This is an optimization exercise on Yosys and OpenROAD, whose aim is small area, a short achievable clock period and few clock cycles per item, not a production implementation.
Function was checked by simulation only, so behaviour that the tests miss may differ from the original.

File: flow/run.sh
#!/bin/bash
# synth_recipe.tcl (not shown) runs the flow's synth.tcl, then flattens the netlist and writes it again
# the make line also repeats each setting of config.mk as NAME=value (left out here)
make -C /OpenROAD-flow-scripts/flow DESIGN_CONFIG=/design/flow/config.mk WORK_HOME=/design/flow/orfs CLKGATE_MAP_FILE= SYNTH_SCRIPT=/design/flow/synth_recipe.tcl finish
File: flow/config.mk
export PLATFORM = sky130hd
export DESIGN_NAME = median_filter
export DESIGN_NICKNAME = median_filter
export VERILOG_FILES = /design/flow/design.v
export SDC_FILE = /design/flow/constraint.sdc
export NUM_CORES = 4
export LEC_CHECK = 0
export CAP_MARGIN = 20
export CORE_MARGIN = 2
export CORE_UTILIZATION = 40
export SLEW_MARGIN = 20
File: flow/constraint.sdc
create_clock -name core_clock -period 8.5 [get_ports {clk}]
set_input_delay 1.7000 -clock core_clock [delete_from_list [all_inputs] [get_ports {clk}]]
set_output_delay 1.7000 -clock core_clock [all_outputs]
set_load 0.01 [all_outputs]
File: flow/design.v
module median_filter #(
  parameter WIDTH = 8,
  parameter P_WIN = 5
) (
  input  logic [WIDTH*P_WIN*P_WIN-1:0]  filter_win_in,
  input  logic                          filter_in_vld,
  output logic                          filter_in_rdy,
  output logic [WIDTH-1:0]              filter_data_out,
  output logic                          filter_out_vld,
  input  logic                          filter_out_rdy,
  input  logic [5:0]                    r_mf_threshold,
  input  logic clk,
  input  logic rst_n
);
genvar i,j;
wire  filter_act = filter_in_vld && filter_in_rdy;
logic   [WIDTH*P_WIN*P_WIN-1:0] filter_win_reg;
always@(posedge clk or negedge rst_n)
begin
    if(~rst_n)begin
      filter_win_reg   <= 'd0;
    end else if(filter_act) begin
      filter_win_reg   <= filter_win_in;
    end
end
logic   [WIDTH-1:0]  P00 ;
logic   [WIDTH-1:0]  P01 ;
logic   [WIDTH-1:0]  P02 ;
logic   [WIDTH-1:0]  P03 ;
logic   [WIDTH-1:0]  P04 ;
logic   [WIDTH-1:0]  P10 ;
logic   [WIDTH-1:0]  P11 ;
logic   [WIDTH-1:0]  P12 ;
logic   [WIDTH-1:0]  P13 ;
logic   [WIDTH-1:0]  P14 ;
logic   [WIDTH-1:0]  P20 ;
logic   [WIDTH-1:0]  P21 ;
logic   [WIDTH-1:0]  P22 ;
logic   [WIDTH-1:0]  P23 ;
logic   [WIDTH-1:0]  P24 ;
logic   [WIDTH-1:0]  P30 ;
logic   [WIDTH-1:0]  P31 ;
logic   [WIDTH-1:0]  P32 ;
logic   [WIDTH-1:0]  P33 ;
logic   [WIDTH-1:0]  P34 ;
logic   [WIDTH-1:0]  P40 ;
logic   [WIDTH-1:0]  P41 ;
logic   [WIDTH-1:0]  P42 ;
logic   [WIDTH-1:0]  P43 ;
logic   [WIDTH-1:0]  P44 ;
assign  P00 = filter_win_reg[0*P_WIN*WIDTH+0*WIDTH+:WIDTH];
assign  P01 = filter_win_reg[0*P_WIN*WIDTH+1*WIDTH+:WIDTH];
assign  P02 = filter_win_reg[0*P_WIN*WIDTH+2*WIDTH+:WIDTH];
assign  P03 = filter_win_reg[0*P_WIN*WIDTH+3*WIDTH+:WIDTH];
assign  P04 = filter_win_reg[0*P_WIN*WIDTH+4*WIDTH+:WIDTH];
assign  P10 = filter_win_reg[1*P_WIN*WIDTH+0*WIDTH+:WIDTH];
assign  P11 = filter_win_reg[1*P_WIN*WIDTH+1*WIDTH+:WIDTH];
assign  P12 = filter_win_reg[1*P_WIN*WIDTH+2*WIDTH+:WIDTH];
assign  P13 = filter_win_reg[1*P_WIN*WIDTH+3*WIDTH+:WIDTH];
assign  P14 = filter_win_reg[1*P_WIN*WIDTH+4*WIDTH+:WIDTH];
assign  P20 = filter_win_reg[2*P_WIN*WIDTH+0*WIDTH+:WIDTH];
assign  P21 = filter_win_reg[2*P_WIN*WIDTH+1*WIDTH+:WIDTH];
assign  P22 = filter_win_reg[2*P_WIN*WIDTH+2*WIDTH+:WIDTH];
assign  P23 = filter_win_reg[2*P_WIN*WIDTH+3*WIDTH+:WIDTH];
assign  P24 = filter_win_reg[2*P_WIN*WIDTH+4*WIDTH+:WIDTH];
assign  P30 = filter_win_reg[3*P_WIN*WIDTH+0*WIDTH+:WIDTH];
assign  P31 = filter_win_reg[3*P_WIN*WIDTH+1*WIDTH+:WIDTH];
assign  P32 = filter_win_reg[3*P_WIN*WIDTH+2*WIDTH+:WIDTH];
assign  P33 = filter_win_reg[3*P_WIN*WIDTH+3*WIDTH+:WIDTH];
assign  P34 = filter_win_reg[3*P_WIN*WIDTH+4*WIDTH+:WIDTH];
assign  P40 = filter_win_reg[4*P_WIN*WIDTH+0*WIDTH+:WIDTH];
assign  P41 = filter_win_reg[4*P_WIN*WIDTH+1*WIDTH+:WIDTH];
assign  P42 = filter_win_reg[4*P_WIN*WIDTH+2*WIDTH+:WIDTH];
assign  P43 = filter_win_reg[4*P_WIN*WIDTH+3*WIDTH+:WIDTH];
assign  P44 = filter_win_reg[4*P_WIN*WIDTH+4*WIDTH+:WIDTH];
logic   [24:0]  bit7, bit6, bit5, bit4, bit3, bit2, bit1, bit0;
always@*
begin
    for(int k=0; k<25; k++) begin
        bit7[k] = filter_win_reg[(k*WIDTH+7)+:1];
        bit6[k] = filter_win_reg[(k*WIDTH+6)+:1];
        bit5[k] = filter_win_reg[(k*WIDTH+5)+:1];
        bit4[k] = filter_win_reg[(k*WIDTH+4)+:1];
        bit3[k] = filter_win_reg[(k*WIDTH+3)+:1];
        bit2[k] = filter_win_reg[(k*WIDTH+2)+:1];
        bit1[k] = filter_win_reg[(k*WIDTH+1)+:1];
        bit0[k] = filter_win_reg[(k*WIDTH+0)+:1];
    end
end
enum logic [1:0] {IDLE=2'd0,ACT=2'd1} mf_cs, mf_ns;
logic   pe_clr, latch_last, latch_last_d1, bv_enable;
logic   [2:0] bit_cnt, bit_cnt_nxt, bit_cnt_d1;
always@(posedge clk or negedge rst_n)
begin
    if(~rst_n)begin
        mf_cs   <= IDLE;
        bit_cnt <= 3'd0;
    end else begin
        mf_cs   <= mf_ns;
        bit_cnt <= bit_cnt_nxt;
    end
end
always_comb
begin
    mf_ns = mf_cs;
    pe_clr = 1'b0;
    bit_cnt_nxt = 3'd0;
    latch_last = 1'b0;
    filter_in_rdy = 1'b0;
    bv_enable = 1'b0;
    case(mf_cs)
    IDLE: begin
    filter_in_rdy = filter_out_rdy;
       if(filter_in_vld && filter_out_rdy) begin
           pe_clr = 1'b1;
           mf_ns = ACT;
           bit_cnt_nxt = 3'd7;
       end
    end
    ACT: begin
    bv_enable = 1'b1;
        if(bit_cnt!=3'd0) begin
            bit_cnt_nxt = bit_cnt - 1'b1;
        end else begin
            mf_ns = IDLE;
            filter_in_rdy = 1'b0;
            latch_last = 1'b1;
        end
    end
    default: mf_ns = IDLE;
    endcase
end
logic [24:0] bit_select_array, bit_pe_out;
assign bit_select_array[ 0] = P00[bit_cnt];
assign bit_select_array[ 1] = P01[bit_cnt];
assign bit_select_array[ 2] = P02[bit_cnt];
assign bit_select_array[ 3] = P03[bit_cnt];
assign bit_select_array[ 4] = P04[bit_cnt];
assign bit_select_array[ 5] = P10[bit_cnt];
assign bit_select_array[ 6] = P11[bit_cnt];
assign bit_select_array[ 7] = P12[bit_cnt];
assign bit_select_array[ 8] = P13[bit_cnt];
assign bit_select_array[ 9] = P14[bit_cnt];
assign bit_select_array[10] = P20[bit_cnt];
assign bit_select_array[11] = P21[bit_cnt];
assign bit_select_array[12] = P22[bit_cnt];
assign bit_select_array[13] = P23[bit_cnt];
assign bit_select_array[14] = P24[bit_cnt];
assign bit_select_array[15] = P30[bit_cnt];
assign bit_select_array[16] = P31[bit_cnt];
assign bit_select_array[17] = P32[bit_cnt];
assign bit_select_array[18] = P33[bit_cnt];
assign bit_select_array[19] = P34[bit_cnt];
assign bit_select_array[20] = P40[bit_cnt];
assign bit_select_array[21] = P41[bit_cnt];
assign bit_select_array[22] = P42[bit_cnt];
assign bit_select_array[23] = P43[bit_cnt];
assign bit_select_array[24] = P44[bit_cnt];
logic   bit_fbbk;
generate
    for(i=0; i<25; i++) begin : gen_median_bv_pe
        median_bv_pe u_median_bv_pe_px(
          .bit_in(bit_select_array[i]),
          .bit_fbbk(bit_fbbk),
          .bit_out(bit_pe_out[i]),
          .bit_clr(pe_clr),
          .clk,
          .rst_n
        );
    end
endgenerate
wire   [5:0]   bit_threshold = r_mf_threshold;  
median_bv_acc u_median_bv_acc(
  .bits_in(bit_pe_out),
  .bit_out(bit_fbbk),
  .bit_clr(pe_clr),
  .bit_threshold(bit_threshold),
  .clk,
  .rst_n
);
logic [WIDTH-1:0] median_binary, median_binary_nxt;
always_comb
begin
    median_binary_nxt = median_binary;
    if(bv_enable) begin
        case(bit_cnt[2:0])
        3'd7: median_binary_nxt = {median_binary[6:0],bit_fbbk};
        3'd6: median_binary_nxt = {median_binary[6:0],bit_fbbk};
        3'd5: median_binary_nxt = {median_binary[6:0],bit_fbbk};
        3'd4: median_binary_nxt = {median_binary[6:0],bit_fbbk};
        3'd3: median_binary_nxt = {median_binary[6:0],bit_fbbk};
        3'd2: median_binary_nxt = {median_binary[6:0],bit_fbbk};
        3'd1: median_binary_nxt = {median_binary[6:0],bit_fbbk};
        3'd0: median_binary_nxt = {median_binary[6:0],bit_fbbk};
        default: median_binary_nxt = median_binary;
        endcase
    end else begin
        median_binary_nxt = median_binary;
    end
end
always@(posedge clk or negedge rst_n)
begin
    if(~rst_n)begin
        bit_cnt_d1 <= 3'd0;
        latch_last_d1 <= 1'b0;
    end else begin
        bit_cnt_d1 <= bit_cnt;
        latch_last_d1 <= latch_last;
    end
end
always@(posedge clk or negedge rst_n)
begin
    if(~rst_n)begin
        median_binary <= 'd0;
    end else if(pe_clr) begin
        median_binary <= 'd0;        
    end else if( bv_enable ) begin
        median_binary <= median_binary_nxt;
    end
end
always@(posedge clk or negedge rst_n)
begin
    if(~rst_n)begin
        filter_data_out <= 'd0;
    end else if(latch_last) begin
        filter_data_out <= median_binary_nxt;
    end
end
always@(posedge clk or negedge rst_n)
begin
    if(~rst_n)begin
        filter_out_vld <= 'd0;
    end else if(filter_out_vld & filter_out_rdy) begin
        filter_out_vld <= 1'b0;
    end else if(latch_last) begin
        filter_out_vld <= 1'b1;
    end
end
endmodule
module median_bv_pe(
  input  logic bit_in,
  input  logic bit_fbbk,
  output logic bit_out,
  input  logic bit_clr,
  input  logic clk,
  input  logic rst_n
);
logic   bit_hold, bit_elim;  
logic   st_elim;
always@(posedge clk or negedge rst_n)
    if(~rst_n) begin
        st_elim <= 1'b0;
    end else if(bit_clr) begin
        st_elim <= 1'b0;
    end else if( bit_fbbk!=bit_out && st_elim==0 ) begin
        st_elim <= 1'b1;
    end
always@(posedge clk or negedge rst_n)
    if(~rst_n) begin
        bit_elim <= 1'b0;
    end else if(bit_clr) begin
        bit_elim <= 1'b0;
    end else if( bit_fbbk!=bit_out && st_elim==0 ) begin
        bit_elim <= bit_in;
    end
assign  bit_out = (st_elim & ~bit_clr) ? bit_elim : bit_in ;
endmodule
module median_bv_acc#(
  parameter WIDTH = 8,
  parameter P_WIN = 5
) (
  input  logic  [P_WIN*P_WIN-1:0]   bits_in,
  output logic                      bit_out,
  input logic                       bit_clr,
  input logic   [5:0]               bit_threshold,
  input logic clk,
  input logic rst_n
);
logic [5:0] bit_acc;
assign  bit_acc = $countones(bits_in);
always_comb
begin
    if(bit_acc > bit_threshold)
        bit_out = 1'b1;
    else
        bit_out = 1'b0;
end
endmodule
==> notes.md <==
-- Yosys cell counts --
master	count
or2_1	1
a22o_1	7
inv_1	49
and3_1	2
buf_6	7
nand2_1	628
fa_1	18
a31oi_1	2
nor2b_1	3
nor2_1	2
mux2_2	16
buf_4	1
mux2i_1	8
o22ai_1	24
mux4_2	50
a31o_1	1
a21oi_1	55
o21ai_1	5
xnor2_1	27
buf_8	1
nand2b_1	2
buf_2	11
o21ai_0	23
a21o_1	1
nand3_1	1
clkbuf_1	55
mux2_4	34
buf_1	1
ha_1	13
or2_2	1
a311oi_2	1
dfrtp_1	270
a211oi_1	1
-- layer usage --
metal / up-vias / routed length [um] / global-route usage
li1: 4664 / - / -
met1: 4685 / 14420 / 0.2672
met2: 168 / 15130 / 0.3137
met3: 30 / 1148 / 0.02233
met4: 0 / 408 / 0.03365
met5: - / 0 / 0
-- final timing paths --
check                                                     start                                                         to  slack, ps  cells after the start
min in group asynchronous                                 rst_n                             filter_win_reg[60]$_DFFE_PN0P_       1130                      1
worst max register to register             bit_cnt[0]$_DFF_PN0_  gen_median_bv_pe[0].u_median_bv_pe_px.st_elim$_DFFE_PN0P_        920                     23
worst max-delay path                              filter_in_vld  gen_median_bv_pe[0].u_median_bv_pe_px.st_elim$_DFFE_PN0P_        420                     24
worst min register to register  filter_win_reg[116]$_DFFE_PN0P_                            filter_win_reg[116]$_DFFE_PN0P_        470                      2
max in group asynchronous                                 rst_n                                       bit_cnt[1]$_DFF_PN0_       5880                      2
worst min-delay path            filter_win_reg[116]$_DFFE_PN0P_                            filter_win_reg[116]$_DFFE_PN0P_        470                      2
-- cell type report --
type | count | area share
Multi-Input combinational cell | 926 | 0.3460
Inverter | 49 | 0.01101
Sequential cell | 270 | 0.4047
Clock buffer | 38 | 0.04785
Timing Repair Buffer | 245 | 0.1462
Tap cell | 442 | 0.03310
Clock inverter | 13 | 0.01108
-- worst min-delay path, delay by kind of cell (launching register included) --
kind | cells | cell delay, ps
and+or+nand+nor | 2 | 100
DFF | 1 | 340
-- cells by family after synthesis --
group / after synthesis / synth area share
adder cells (fa/ha/maj): 31 / 0.04002
AO/OA/AOI/OAI: 120 / 0.05190
buffers and inverters: 125 / 0.04213
XOR/XNOR: 27 / 0.01810
multiplexers: 108 / 0.1452
AND/OR/NAND/NOR: 640 / 0.1857
flip-flops: 270 / 0.5170
-- cell usage in the layout (no fill, tap or decap), drive strengths merged, types with 3 or more instances in the layout --
| cell | synthesis | routed |
|---|---|---|
| mux4 | 50 | 50 |
| o22ai | 24 | 24 |
| o21ai | 28 | 28 |
| mux2i | 8 | 8 |
| ha | 13 | 13 |
| buf | 21 | 27 |
| inv | 49 | 50 |
| a21oi | 55 | 55 |
| bufinv | 0 | 4 |
| clkdlybuf4s50 | 0 | 218 |
| clkbuf | 55 | 38 |
| clkinv | 0 | 6 |
| xnor2 | 27 | 27 |
| nor2b | 3 | 3 |
| a22o | 7 | 7 |
| fa | 18 | 18 |
| dfrtp | 270 | 270 |
| mux2 | 50 | 50 |
| nand2 | 628 | 628 |
==> summary.txt <==
Outcome
  • Status: timing/DRC/antenna clean

Worst setup path
  • Crit-path slowest cell: fa_1
  • WP data arrival: 8470 ps
  • Bufs and invs on worst path: 4
  • Critical path cell sequence: clkdlybuf4s50_1 -> nand2_1 -> or2_4 -> nand2_1 -> mux2_4 -> fa_1 -> fa_1 -> fa_1 -> fa_1 -> inv_1 -> fa_1 -> fa_1 -> fa_1 -> nor2b_1 -> o21ai_0 -> nand2b_1 -> ha_1 -> and3_1 -> and3_1 -> a311oi_4 -> buf_4 -> buf_4 -> xnor2_1 -> a21oi_1
  • CP Class: in2reg
  • Most used cell, CP: fa_1
  • CP Launch Type: primary input
  • Top delay family on crit path: adder cells
  • Crit. End Element: register
  • CP peak stage delay: 560 ps
  • Critical-path maximum fanout: 16
  • Critical path required time: 8890 ps

CTS
  • CTS Hold Bufs: 0
  • Reg clk slew, reported paths: 60 ps
  • CTS Buf Count: 29
  • Post-CTS setup buffer count: 0
  • CTS tree: done
  • Clock Path Buffers: 3
  • Root buffer cell: clkbuf_16
  • Clk sink count: 270
  • Post-cts sizing count: 0
  • Depth of the CTS H-tree: 1
  • Worst skew pair latency: 560 ps

Final layout
  • Area occupied by multi-input gates: 5782 sq um
  • Reg area: 6763 sq um
  • Layout cells sized above 1: 0.1168
  • Design Area, Final: 16710 sq um
  • # diodes: 0
  • FILL cells: 2958
  • Nets: 1762
  • Final std cells w/o fill: 1983
  • Util after Layout: 0.5162
  • Area growth from synthesis to layout: 27.86%
  • Max reg flops: 200

Timing
  • Tcrit/Tclk final: 0.9506
  • Final Setup Violations: 0
  • FMAX: 123.8 MHz
  • RSZ-0062 raised after global routing: false
  • Worst slew margin: 0.3331
  • Slew of the pin with the lowest slew margin: 1000 ps
  • Fin worst setup slack: 419.7 ps
  • Final Max Tran Viols: 0
  • Setup Skew: 17.56 ps
  • Minimum hold slack: 468.4 ps
  • Fin. Hold Viols: 0
  • Setup TNS: 0 ps
  • Fin crit period: 8080 ps

Routing
  • Final wirelength: 31100 um
  • Residual DRC: 0
  • TritonRoute pass-1 iters: 4
  • Remaining antenna violation count after routing: 0
  • Iter 0 DRT Violations: 500
  • DR vias/cell: 4.814
  • Vias: 9547
  • Avg WL per Cell: 15.68 um

Place
  • Pre-CTS setup slack: -136.0 ps
  • Hpwl dp: 20840 um
  • IO Port Bufs: 219
  • Dpl cells: 1932
  • RD Place Congestion: 0.7316
  • Placed Instance Area: 15720 sq um

Logic synthesis
  • Mean Syn Cell Area: 9.892 sq um
  • Syn_nets: 1562
  • Register area share after synthesis: 0.5170
  • Most area-consuming cells after synthesis: dfrtp_1, nand2_1, mux4_2
  • Synth Cell Area: 13070 sq um
  • Flop and latch count out of synthesis: 270
  • Yosys top cell by area: dfrtp_1
  • Synth Warn #: 3
  • Syn Inst Count: 1321
  • Cell variety after synth: 33
  • Synth top area share: 0.5170

Floorplanning
  • Die ar.: 34130 sq um
  • CORE AREA: 32370 sq um
  • Num ports: 220
  • Initial Utilization: 0.4037
  • Die Wd: 184.7 um
  • Row Count: 66
  • Die height: 184.7 um

Global route
  • Total Routing Usage GR: 0.1877
  • Largest net degree at the start of global routing: 167
  • Initial antenna violation count: 0
  • Global route total overflow: 0
  • Vias in the first global route: 9818
  • Global-route wire length before repair: 50980 um

Worst hold path
  • Min-Delay Path Class: reg2reg

Flow run
  • Max Cap Viol: 0
Testbench counts, summed over its fixed seeds: cycles 28,808, items 3,200.

==> afterwards: timing with drivers on the ports <==
The results above use ideal ports. As a check the final layout listed here was re-extracted and re-timed, cells and wires unchanged. Step 1 (the two cells are an assumption about what drives the block):
set clk [get_ports {clk}]
set_driving_cell -lib_cell sky130_fd_sc_hd__clkbuf_16 $clk
set_driving_cell -lib_cell sky130_fd_sc_hd__buf_2 [delete_from_list [all_inputs] $clk]
Step 2, shift: input delay + t, output delay - t, t = (earliest + latest rising clock arrival at the registers) / 2. This alone moves slack from input paths to output paths. a / b / c = ideal ports / drivers / drivers and shift; a / b = the first two.
t, ns: 0.597
setup WS [ns]: 0.420 / 0.443 / -0.154
hold slack, ns: 0.468 / 0.468 / 0.468
worst register clock-pin slew, ns: 0.06 / 0.06
With both steps, setup timing fails in this run, where it was met with ideal ports. For this run, drivers alone change the setup slack by +0.023 ns; drivers and shift together by -0.574 ns.
